This is an optimization exercise on Yosys and OpenROAD, whose aim is small area, a short achievable clock period and few clock cycles per item, not a production implementation. Function was not checked in any run shown here: the RTL went through the layout flow alone.

==> flow/design.v, too long to show whole: its modules and the start of the top module <==
// module logarithm: 1655 lines
// module log_fa: 4 lines
// module log_xor: 3 lines
// module log_maj: 3 lines
// module log_a22oi: 3 lines
// module log_and: 3 lines
// module log_nand: 3 lines
// module log_nor: 3 lines
// module log_inv: 3 lines
// module log_aoi21: 3 lines
// module log_oai21: 3 lines
// module log_xnor: 3 lines
// module log_or: 3 lines
module logarithm #(
	parameter n = 16,
	parameter m = 24,
	parameter k = 5 ,
	parameter p = 24
) (
	input        clk  ,  
	input        reset,  
	input        start,
	input  [0:n] x    ,
	output [1:p] y    ,
	output       done
);
  // ...
==> flow/flow/run.sh <==
#!/bin/bash
# Standard layout, with the smallest buffer on the ports instead of the
# delay buffer that buffer_ports picks by default.
set -e
export BUFFER_PORTS_ARGS="-buffer_cell sky130_fd_sc_hd__buf_1"
bash standard.sh finish > standard_flow.log 2>&1
==> flow/standard.sh <==
#!/bin/bash
# synth_recipe.tcl (not shown) runs the flow's synth.tcl, then flattens the netlist and writes it again
# the make line also repeats each setting of config.mk as NAME=value (left out here)
make -C /OpenROAD-flow-scripts/flow DESIGN_CONFIG=/design/flow/config.mk WORK_HOME=/design/flow/orfs CLKGATE_MAP_FILE= SYNTH_SCRIPT=/design/flow/synth_recipe.tcl "${@:-finish}"
==> flow/config.mk <==
export PLATFORM = sky130hd
export DESIGN_NAME = logarithm
export DESIGN_NICKNAME = logarithm
export VERILOG_FILES = /design/flow/design.v
export SDC_FILE = /design/flow/constraint.sdc
export NUM_CORES = 4
export LEC_CHECK = 0
export CAP_MARGIN = 20
export CORE_MARGIN = 2
export CORE_UTILIZATION = 40
export CTS_BUF_LIST = sky130_fd_sc_hd__clkbuf_4 sky130_fd_sc_hd__clkbuf_8
export SETUP_SLACK_MARGIN = 3.8
export SLEW_MARGIN = 60
export SYNTH_HIERARCHICAL = 1
export SYNTH_MINIMUM_KEEP_SIZE = 0
==> flow/constraint.sdc <==
create_clock -name core_clock -period 9.0 [get_ports {clk}]
set_input_delay 1.8000 -clock core_clock [delete_from_list [all_inputs] [get_ports {clk}]]
set_output_delay 1.8000 -clock core_clock [all_outputs]
set_load 0.01 [all_outputs]
==> summary.txt, run 1 <==
Status
  • Status: finished clean

Detailed routing
  • ANT nets after route: 0
  • Met3 wire len: around 1200 um
  • Vias/cell: 5.17
  • DRT met1 WL: about 12,000 um
  • Vias: 8,309

Setup path
  • Worst EP arrival: 5210 ps
  • Worst Setup EP: f[10]
  • Startpoint Class: flip-flop
  • Crit path cell chain: buf_6, nand2_1, fa_1, fa_1, fa_1, maj3_2, fa_1, nor2_1, a21oi_2, o21ai_2, a21oi_2, o21ai_1, a21oi_4, buf_12, o21ai_1, xor2_1, a22oi_2, nand3b_1
  • R2r startpoint: f[18]
  • Critical Path Source: f[18]

Place
  • Placed instance area: 11,300 um2
  • Dpl ws: 3410 ps

Final layout
  • Seq/total area: 0.103
  • Commonest non-fill, non-tap cell in the layout: nand2_1
  • Post-route non-filler standard cell count: around 1.6k
  • Flip-flop count of the largest register after layout: 24
  • Multi-input gates: 1,055

Floorplan
  • Starting Density: 0.410

STA
  • Slew Limit Fails: 0
  • Worst slew pin tran: ~560 ps
  • Final hold vios: 0

Yosys
  • Synth top area cells: fa_1 (39%), nand2_1 (13%), xor2_1 (7.5%)
  • EDFF count, synth: 22
  • Yosys cell types: 40

Worst hold path
  • Hold-critical path depth: 2

Clock network
  • CTS tree: built
==> inputs of run 2 (changes only) <==
--- a/flow/design.v
+++ b/flow/design.v
@@ -7,16 +7,17 @@
 	input        clk  ,  
 	input        reset,  
 	input        start,
 	input  [0:n] x    ,
 	output [1:p] y    ,
 	output       done
 );
 	reg  [23:0] f;
+	reg  [23:0] r;           
 	wire s1;
 	wire c2;
 	wire s3;
 	wire c4;
 	wire s5;
 	wire c6;
 	wire s7;
 	wire c8;
@@ -1572,24 +1573,17 @@
 	log_xor u_sum45 (pp_[45], cy[45], t[45]);
 	log_xor u_sum46 (pp_[46], cy[46], t[46]);
 	log_xor u_sum47 (pp_[47], cy[47], t[47]);
 	log_xor u_sum48 (pp_[48], cy[48], t[48]);
 	log_xor u_sum49 (pp_[49], cy[49], t[49]);
 	assign t[23:0] = 24'd0;
 	wire [25:0] s  = t[49:24];
 	wire        b  = f >= 24'd6949351;
-	wire ge1 = f >= 24'd3174369;
-	wire ge2 = b;
-	wire ge3 = f >= 24'd11438586;
-	wire tb0 = ge2;
-	wire tb1 = (tb0 ? ge3 : ge1);
-	wire [1:0] tbits = {tb0, tb1};
-	reg  [22:0] sr;          
-	wire        dn = sr[22];
+	wire        dn = r[23];        
 	wire        sh = ~dn & b;      
 	wire        sk = ~dn & ~b;     
 	wire        hd = dn & ~start;  
 	wire [23:0] fh;
 	log_and u_hold0 (hd, f[0], fh[0]);
 	log_and u_hold1 (hd, f[1], fh[1]);
 	log_and u_hold2 (hd, f[2], fh[2]);
 	log_and u_hold3 (hd, f[3], fh[3]);
@@ -1608,17 +1602,17 @@
 	log_and u_hold16 (hd, f[16], fh[16]);
 	log_and u_hold17 (hd, f[17], fh[17]);
 	log_and u_hold18 (hd, f[18], fh[18]);
 	log_and u_hold19 (hd, f[19], fh[19]);
 	log_and u_hold20 (hd, f[20], fh[20]);
 	log_and u_hold21 (hd, f[21], fh[21]);
 	log_and u_hold22 (hd, f[22], fh[22]);
 	log_and u_hold23 (hd, f[23], fh[23]);
-	wire [23:0] fs;              
+	wire [23:0] fs;                
 	log_a22oi u_sel0 (sh, s[1], sk, s[0], fs[0]);
 	log_a22oi u_sel1 (sh, s[2], sk, s[1], fs[1]);
 	log_a22oi u_sel2 (sh, s[3], sk, s[2], fs[2]);
 	log_a22oi u_sel3 (sh, s[4], sk, s[3], fs[3]);
 	log_a22oi u_sel4 (sh, s[5], sk, s[4], fs[4]);
 	log_a22oi u_sel5 (sh, s[6], sk, s[5], fs[5]);
 	log_a22oi u_sel6 (sh, s[7], sk, s[6], fs[6]);
 	log_a22oi u_sel7 (sh, s[8], sk, s[7], fs[7]);
@@ -1637,26 +1631,26 @@
 	log_a22oi u_sel20 (sh, s[21], sk, s[20], fs[20]);
 	log_a22oi u_sel21 (sh, s[22], sk, s[21], fs[21]);
 	log_a22oi u_sel22 (sh, s[23], sk, s[22], fs[22]);
 	log_a22oi u_sel23 (sh, s[25], sk, s[23], fs[23]);
 	always @(posedge clk)
 		f <= ~fs | fh | ({24{start & x[0]}} & {x[1:n], {(m-n){1'b0}}});
 	always @(posedge clk or negedge reset) begin
 		if (~reset)
-			sr[22] <= 1'b1;
-		else if (start | ~dn)
-			sr[22] <= start ? 1'b0 : sr[21];
+			r[23] <= 1'b1;
+		else if (start | ~r[23])
+			r[23] <= start ? 1'b0 : r[22];
 	end
 	always @(posedge clk) begin
-		if (start | ~dn)
-			sr[21:0] <= start ? 22'd1 : {sr[20:0], b};
+		if (start | ~r[23])
+			r[22:0] <= start ? 23'd1 : {r[21:0], b};
 	end
-	assign done = dn;
-	assign y    = {sr[21:0], tbits};
+	assign done = r[23];
+	assign y    = {r[22:0], b};
 endmodule
 module log_fa (input a, input b, input c, output s, output co);
 	assign s  = a ^ b ^ c;
 	assign co = (a & b) | (a & c) | (b & c);
 endmodule
 module log_xor (input a, input b, output y);
 	assign y = a ^ b;
 endmodule
==> run 2 against run 1 <==
  * Worst hold slack better by 42 ps
  * Worst setup slack lost 12 ps
  * Non-clock buffer count unchanged
  * Critical endpoint is now f[8]
  * Critical path depth is 2 higher
  * Highest routed layer unchanged
  * Die area fell by 0.71%
  * Final cell count down 0.81%
==> summary.txt, run 2 <==
Floorplan
  • Core ar.: between 20,000 and 30,000 um2
  • Starting Density: 0.408 (-0.00186)
  • # IOs: 45
  • Die ar.: approximately 28,000 um2
  • Die height: 167 um
  • Row cnt: slightly below 60
  • Die Width: 167 um

Global route
  • First-pass GRT wire length: 45,300 um
  • Largest net degree at the start of global routing: 28
  • Total GRT Usage: 0.202
  • GR Overflow Total: 0
  • Vias in the first global route: 8,836
  • Initial antenna violation count: 0

Place
  • Placer congestion estimate: 0.850
  • Detailed Place HPWL: ~20,000 um
  • Dpl ws: 3600 ps (+188 ps)
  • I/O Buffers: 44

Yosys
  • Post-synth top area share: 0.393
  • Seq cells post-synth: between 40 and 50
  • Largest area contributor in the netlist: fa_1
  • EDFF count, synth: 23 (+4.5%)
  • Top-count cell post-synth: nand2_1
  • Yosys warns: 7
  • Mapped Cells: 1,243
  • Syn avg cell area: 8.58 um2
  • Synth Cell Area: 10,700 um2
  • Synth Flop Type: dfxtp_1
  • Post-synth ARST share: 0.0208
  • Synth top area cells: fa_1 (39%), nand2_1 (13%), xor2_1 (7.6%)
  • Yosys cell types: 35 (-13%)
  • Sequential area share after synthesis: 0.112
  • Most frequent cells after synthesis: nand2_1 (376), fa_1 (209), xor2_1 (92), inv_1 (87), nor2_1 (81)

Setup path
  • Worst Path Buf+Inv: 2
  • Delay-heaviest family, CP: compound AO/OA/AOI/OAI gates
  • R2R setup slack: 4030 ps
  • R2r startpoint: f[16]
  • Crit path cell chain: buf_4, nand2_1, or2_1, fa_1, fa_1, xor2_1, xor2_1, xor2_1, xor2_1, nand2_1, a21oi_2, o21ai_1, a21oi_2, o21ai_1, a21oi_4, buf_12, o21ai_1, xor2_1, a22oi_2, nand3b_1
  • Critical path fanouts, max: 17
  • Critical Path Source: f[16]
  • Worst EP arrival: 5170 ps (-40 ps)
  • Critical Path Max Stage Delay: 590 ps
  • Startpoint Class: flip-flop
  • Crit path capture type: flip-flop
  • Crit-path most repeated cell: xor2_1
  • Worst EP required: 9200 ps
  • Critical path class: reg -> reg
  • Critical-path top delay cell: fa_1

STA
  • Clk_skew: 12.4 ps
  • TNS Setup: 0 ps
  • Setup Viol. Count Final: 0
  • Slew Limit Fails: 0 (unchanged)
  • Final Critical Period: around 5000 ps
  • Fin crit share: 0.552
  • RSZ-0062 raised after global routing: yes
  • Worst setup slack after layout: slightly above 4000 ps
  • Final hold vios: 0 (unchanged)
  • Fmax: 201 MHz

Clock network
  • Cts bufs inserted: 5
  • H-tree depth: 2
  • Max Root-Sink Buffers: 2
  • Worst-Skew Late Latency: 320 ps
  • CTS root buf: clkbuf_8
  • CTS Hold Buffers Added: 0
  • CTS tree: built
  • Clock slew at reported path FFs: 110 ps
  • CTS sink count: 48

Status
  • Status: finished clean

Worst hold path
  • Worst hold path type: reg -> reg
  • Hold path startpoint: r[22]

Final layout
  • Commonest non-fill, non-tap cell in the layout: nand2_1
  • Util after Layout: 0.438
  • Top Registers: f x24, r x24
  • NumNets Final: 1,486
  • Area delta synth->final: 7.36%
  • Diode count: 0
  • Commonest non-fill, non-tap cells in the layout: nand2_1 (374), fa_1 (209), xor2_1 (92)
  • Share of cells above drive strength 1: 0.118

Detailed routing
  • Vias/cell: 5.24 (+1.4%)
  • Vias: 8,354 (+0.54%)
  • ANT nets after route: 0 (unchanged)
  • Starting DRT DRC Count: 535
  • # DRC: 0
  • Initial DRT Pass Iterations: 6
  • Drt wl/cell: approximately 17 um
  • Post-Route WL: 27,700 um

Run
  • Maxcap violations: 0
-- run 2: final cells by class --
| cell class | instances | area (um2) |
|---|---|---|
| Clock inverter | 3 | 68.8 |
| Timing Repair Buffer | 74 | 433 |
| Fill cell | 2625 | 14700 |
| Inverter | 87 | 327 |
| Tap cell | 335 | 419 |
| Clock buffer | 5 | 68.8 |
| Sequential cell | 48 | 1210 |
| Multi-Input combinational cell | 1041 | 8920 |
-- run 2: final timing paths --
path                            endpoint  cells past startpoint
worst max-delay path                f[8]                     20
worst min-delay path               r[23]                      2
worst max register to register      f[8]                     20
worst min register to register     r[23]                      2
max in group asynchronous          r[23]                      1
min in group asynchronous          r[23]                      1
-- run 2: what timing repair did --
action                     4_1_cts  5_1_grt
cloned                           0        1
gates resized for setup          1       15
setup endpoints to repair       17       17
pin swaps                        0        1
buffers inserted                 1        0
-- run 2: cells by family after synthesis --
logic type / Yosys count / synth area share
XOR/XNOR: 115 / 0.0945
AND/OR/NAND/NOR: 559 / 0.224
buffers and inverters: 160 / 0.0578
other: 1 / 0.000352
flip-flops: 48 / 0.112
adder cells (fa/ha/maj): 231 / 0.416
AO/OA/AOI/OAI: 129 / 0.0957
-- run 2: worst reg2reg max path, cell delays in order (launching register included) --
cell and delay, ps:
dfxtp_2 530, buf_4 290, nand2_1 120, or2_1 270, fa_1 410, fa_1 590, xor2_1 200, xor2_1 250
xor2_1 200, xor2_1 200, nand2_1 110, a21oi_2 130, o21ai_1 90, a21oi_2 370, o21ai_1 190, a21oi_4 160
buf_12 170, o21ai_1 100, xor2_1 190, a22oi_2 190, nand3b_1 100
-- run 2: per-stage QoR --
step           hold WS [ps]  cells  instance area, um2
6_report                556   1593               11400
5_1_grt                 593   1593               11400
3_3_place_gp            522   1580               11200
3_5_place_dp            520   1583               11200
2_1_floorplan           505   1248               10700
4_1_cts                 561   1592               11400
-- run 2: metal layers --
| layer | GRT usage | vias to the layer above | routed length, um |
|---|---|---|---|
| met5 | 0 | - | 0 |
| met3 | 0.0343 | 33 | 1880 |
| met1 | 0.265 | 4216 | 11700 |
| met2 | 0.352 | 253 | 13500 |
| met4 | 0.0450 | 0 | 533 |
| li1 | - | 3852 | - |
-- run 2: Yosys stat by module, one instance, submodules excluded, excerpt --
module	copies in the design	area (um2)	flops+latches
log_nand	83	3.75	0
log_a22oi	24	12.5	0
log_nor	78	3.75	0
log_xnor	22	8.76	0
log_maj	22	11.3	0
log_oai21	52	5.00	0
log_aoi21	48	8.76	0
log_fa	209	20.0	0
log_inv	53	3.75	0
log_or	22	6.26	0

[static timing again, ports no longer ideal]
How much do the figures lean on ideal ports? The routed layouts below were timed once more, with nothing changed but the port constraints. Step 1, drivers: a clkbuf_16 drives clk and a buf_2 each remaining input, both assumed. Step 2, shift: input delay + t, output delay - t, t = (earliest + latest rising clock arrival at the registers) / 2. This alone moves slack from input paths to output paths. a / b / c = ideal ports / drivers / drivers and shift; a / b = the first two.
run	shift t [ns]	setup WS [ns]	worst hold slack (ns)	worst setup path after step 2	slew at the worst register clock pin (ns)
run 1	0.339	4.042 / 4.042 / 4.042	0.514 / 0.514 / 0.514	register to register	0.11 / 0.11
run 2	0.350	4.030 / 4.030 / 4.030	0.556 / 0.556 / 0.556	register to register	0.11 / 0.11
After both steps setup and hold are still met in every run listed.
